Background: an optimization exercise with open tools, aiming at small area. Do not read the settings as production practice. RTL that was checked went through simulation tests only; none was proved equivalent to the original.

## harbor
==> module moving_average_v5, before the edit <==
module moving_average_v5 (
    input wire clk,
    input wire rst_n,
    input wire enable,
    input wire data_refresh,
    input wire output_refresh_mode,
    input wire signed [15:0] din,
    input wire [2:0] mode,
    output reg signed [15:0] dout,
    output reg output_pulse
);
reg [27:4] acc;
reg [15:0] h0, h1, h2, h3;
reg [3:0] cnt;
reg init_flag;
wire upd  = enable & data_refresh;
wire load = ~init_flag & (cnt == 4'd0);
reg [23:0] x, y;
always @* begin
    if (!upd)
        x = 24'b0;
    else if (init_flag)
        x = {{8{din[15]}}, din};
    else if (load)
        x = {din, 8'b0};
    else
        x = {{4{din[15]}}, din, 4'b0};
    y = (upd & init_flag) ? ~{{8{h3[15]}}, h3} : 24'b0;
end
wire cin_a = upd & init_flag;
wire [23:0] xs = acc ^ x ^ y;
wire [23:0] xc = (acc & x) | (acc & y) | (x & y);
wire [23:0] acc_next;
ma5_add #(.W(24), .F(4), .B(5)) u_acc_add (
    .a(xs), .b({xc[22:0], cin_a}), .cin(1'b0), .s(acc_next)
);
wire m1 = (mode == 3'b001);
wire m2 = (mode == 3'b010);
wire m3 = (mode == 3'b011);
wire [15:0] q = ({16{m1}} & ~h2) | ({16{m2}} & h1) | ({16{m3}} & acc[27:12]);
wire [15:0] t1s = h0 ^ h1 ^ h2;
wire [15:0] t1c = (h0 & h1) | (h0 & h2) | (h1 & h2);
wire [15:0] t1cs = {t1c[14:0], 1'b0};
wire [15:0] t2s = t1s ^ t1cs ^ q;
wire [15:0] t2c = (t1s & t1cs) | (t1s & q) | (t1cs & q);
wire [15:0] w;
ma5_add #(.W(16), .F(4), .B(4)) u_out_add (
    .a(t2s), .b({t2c[14:0], m1}), .cin(1'b0), .s(w)
);
reg [15:0] dnext;
always @* begin
    case (mode)
        3'b001:         dnext = {w[15], w[15:1]};
        3'b010, 3'b011: dnext = {{2{w[15]}}, w[15:2]};
        3'b100, 3'b101: dnext = acc[27:12];
        default:        dnext = din;
    endcase
end
reg pnext;
always @* begin
    case (mode)
        3'b001:  pnext = cnt[0];
        3'b010:  pnext = (cnt[1:0] == 2'b10);
        3'b011:  pnext = (cnt[1:0] == 2'b11);
        3'b100:  pnext = (cnt == 4'b0111);
        3'b101:  pnext = (cnt == 4'b1111);
        default: pnext = 1'b1;
    endcase
end
always @(posedge clk or negedge rst_n) begin
    if (!rst_n) begin
        acc <= 24'b0;
    end else begin
        acc <= acc_next;
    end
end
always @(posedge clk or negedge rst_n) begin
    if (!rst_n) begin
        h0 <= 16'b0; h1 <= 16'b0; h2 <= 16'b0;
        cnt <= 4'b0;
        init_flag <= 1'b0;
        dout <= 16'b0;
        output_pulse <= 1'b0;
    end else if (enable) begin
        if (data_refresh) begin
            h0 <= din; h1 <= h0; h2 <= h1;
            if (!init_flag) begin
                cnt <= cnt + 4'd1;
                if (cnt == 4'd15) init_flag <= 1'b1;
            end
        end
        output_pulse <= data_refresh & (output_refresh_mode | pnext);
        dout <= dnext;
    end
end
always @(posedge clk) begin
    if (enable & data_refresh) h3 <= h2;
end
endmodule
export LEC_CHECK = 0
export ABC_AREA = 1
export CAP_MARGIN = 20
export CORE_MARGIN = 2
export CORE_UTILIZATION = 60
export CTS_BUF_LIST = sky130_fd_sc_hd__clkbuf_8
export SLEW_MARGIN = 20
create_clock -name core_clock -period 6.0 [get_ports {clk}]
standard.sh (not shown) runs the stock make flow with config.mk's settings and CLKGATE_MAP_FILE= SYNTH_SCRIPT=/design/flow/synth_recipe.tcl, a recipe that flattens the netlist after the stock synthesis.
==> flow/flow/run.sh <==
#!/bin/bash
# The standard layout with an area pass after its standard synthesis:
#  * each port gets the smallest buffer (buf_1);
#  * clock tree synthesis inserts no dummy loads;
#  * the synthesized netlist is improved without touching its registers:
#    fa_polarity.py picks each full adder's polarity (a full adder is
#    self-dual) to drop inverters, and abc re-maps the remaining logic for
#    area (reabc.ys), three times over, keeping the smallest; the result replaces 1_2_yosys.v and the
#    standard flow continues from there. Timing is then repaired by the flow.
set -euo pipefail
export BUFFER_PORTS_ARGS="-buffer_cell sky130_fd_sc_hd__buf_1"
export CTS_ARGS="-sink_clustering_enable -repair_clock_nets -buf_list sky130_fd_sc_hd__clkbuf_8 -dont_use_dummy_load"
R=orfs/results/sky130hd/moving_average_v5/base
L=orfs/logs/sky130hd/moving_average_v5/base
LIB=$FLOW_HOME/platforms/sky130hd/lib/sky130_fd_sc_hd__tt_025C_1v80.lib
bash standard.sh synth > synth.log 2>&1
cp $R/1_2_yosys.v yosys_standard.v
DONTUSE=$(grep -o -- "-dont_use [^ ]*" $L/1_2_yosys.log | sort -u | tr '\n' ' ')
cur=yosys_standard.v
best=""
best_area=""
for i in 1 2 3; do
  python3 flow/fa_polarity.py $cur pol$i.v >> fa_polarity.log 2>&1
  sed -e "s#@LIB@#$LIB#g" -e "s#@IN@#pol$i.v#" -e "s#@OUT@#abc$i.v#" \
      -e "s#@SCRIPT@#flow/amap.script#" -e "s#@TOP@#$FLOW_TOP#" \
      -e "s#@DONTUSE@#$DONTUSE#" flow/reabc.ys > reabc$i.ys
  yosys -l reabc$i.log reabc$i.ys > /dev/null
  area=$(grep "Chip area" reabc$i.log | tail -1 | awk '{print $NF}')
  if [[ -z "$best" ]] || awk "BEGIN{exit !($area < $best_area)}"; then
    best=abc$i.v
    best_area=$area
  fi
  cur=abc$i.v
done
echo "kept $best ($best_area um2)" >> fa_polarity.log
python3 flow/fa_polarity.py $best yosys_final.v >> fa_polarity.log 2>&1
cp yosys_final.v $R/1_2_yosys.v
rm -f $R/1_synth.odb
bash standard.sh > standard.log 2>&1
Other scripts of this flow, unchanged in this note and not shown: flow/flow/amap.script, flow/flow/fa_polarity.py, flow/flow/reabc.ys
diff inputs: harbor => ember
-- flow/design.v --
<<< harbor, line 44
reg [3:0] cnt;
reg init_flag;
wire upd  = enable & data_refresh;
wire load = ~init_flag & (cnt == 4'd0);
reg [23:0] x, y;
always @* begin
>>> ember, line 44
reg [3:0] cnt;
reg init_flag;
reg [2:0] hv;
wire upd  = enable & data_refresh;
wire load = ~hv[0];    
reg [23:0] x, y;
always @* begin
<<< harbor, line 68
wire m2 = (mode == 3'b010);
wire m3 = (mode == 3'b011);
wire [15:0] q = ({16{m1}} & ~h2) | ({16{m2}} & h1) | ({16{m3}} & acc[27:12]);
wire [15:0] t1s = h0 ^ h1 ^ h2;
wire [15:0] t1c = (h0 & h1) | (h0 & h2) | (h1 & h2);
wire [15:0] t1cs = {t1c[14:0], 1'b0};
wire [15:0] t2s = t1s ^ t1cs ^ q;
>>> ember, line 69
wire m2 = (mode == 3'b010);
wire m3 = (mode == 3'b011);
wire [15:0] g0 = h0 & {16{hv[0]}};
wire [15:0] g1 = h1 & {16{hv[1]}};
wire [15:0] g2 = h2 & {16{hv[2]}};
wire [15:0] q = ({16{m1}} & ~g2) | ({16{m2}} & g1) | ({16{m3}} & acc[27:12]);
wire [15:0] t1s = g0 ^ g1 ^ g2;
wire [15:0] t1c = (g0 & g1) | (g0 & g2) | (g1 & g2);
wire [15:0] t1cs = {t1c[14:0], 1'b0};
wire [15:0] t2s = t1s ^ t1cs ^ q;
<<< harbor, line 107
always @(posedge clk or negedge rst_n) begin
    if (!rst_n) begin
        h0 <= 16'b0; h1 <= 16'b0; h2 <= 16'b0;
        cnt <= 4'b0;
        init_flag <= 1'b0;
        dout <= 16'b0;
        output_pulse <= 1'b0;
    end else if (enable) begin
        if (data_refresh) begin
            h0 <= din; h1 <= h0; h2 <= h1;
            if (!init_flag) begin
                cnt <= cnt + 4'd1;
>>> ember, line 111
always @(posedge clk or negedge rst_n) begin
    if (!rst_n) begin
        cnt <= 4'b0;
        init_flag <= 1'b0;
        hv <= 3'b0;
        dout <= 16'b0;
        output_pulse <= 1'b0;
    end else if (enable) begin
        if (data_refresh) begin
            hv <= {hv[1:0], 1'b1};
            if (!init_flag) begin
                cnt <= cnt + 4'd1;
<<< harbor, line 125
end
always @(posedge clk) begin
    if (enable & data_refresh) h3 <= h2;
end
endmodule
>>> ember, line 129
end
always @(posedge clk) begin
    if (enable & data_refresh) begin
        h0 <= din; h1 <= h0; h2 <= h1; h3 <= h2;
    end
end
endmodule
Findings:
ember closes out successfully: all stages finished, all timing, DRC and antenna checks passed. harbor ended up with met4 as its top layer used by detailed routing; ember ended up with met5. ember: post-synthesis to final-layout area growth 6.4 points above harbor. Summary: with harbor as the reference, wire length on met3 in ember moved up by more than half. Final net count (ember / harbor): 0.938. Comparing total of clock buffers placed in the layout for ember and harbor, the smaller number came from harbor. Taking harbor as the reference, in ember routing usage on met1 moved up; sequential share of layout area moved up; sum of routed wire length over all layers saw an increase. The higher synthesized cell count of ember and harbor is in harbor. ember vs harbor, via count went down by 212. Worst setup slack after layout is higher on harbor.
The RTL of ember was laid out without a check of its function.

## re-timing with driven ports
In the flow no input, the clock included, has a driving cell. The finished layouts below were timed again as built, in two steps.
Step 1 (the two cells are an assumption about what drives the block):
set clk [get_ports {clk}]
set_driving_cell -lib_cell sky130_fd_sc_hd__clkbuf_16 $clk
set_driving_cell -lib_cell sky130_fd_sc_hd__buf_2 [delete_from_list [all_inputs] $clk]
Step 2 also shifts input and output timing later by t, the mid clock arrival at the registers, as if the neighbouring blocks saw the same clock.
Three values: ideal ports, drivers, drivers and shift; two values: the first two.
run | shift t [ns] | setup slack, ns | worst slew at a driven data input, ns
harbor | 0.425 | 0.445 / 0.462 / 0.037 | 0.03
ember | 0.469 | 0.237 / 0.250 / -0.219 | 0.04
Met with ideal ports but missed after step 2: setup timing in ember. For ember, which loses most, drivers alone change the setup slack by +0.013 ns; drivers and shift together by -0.456 ns.
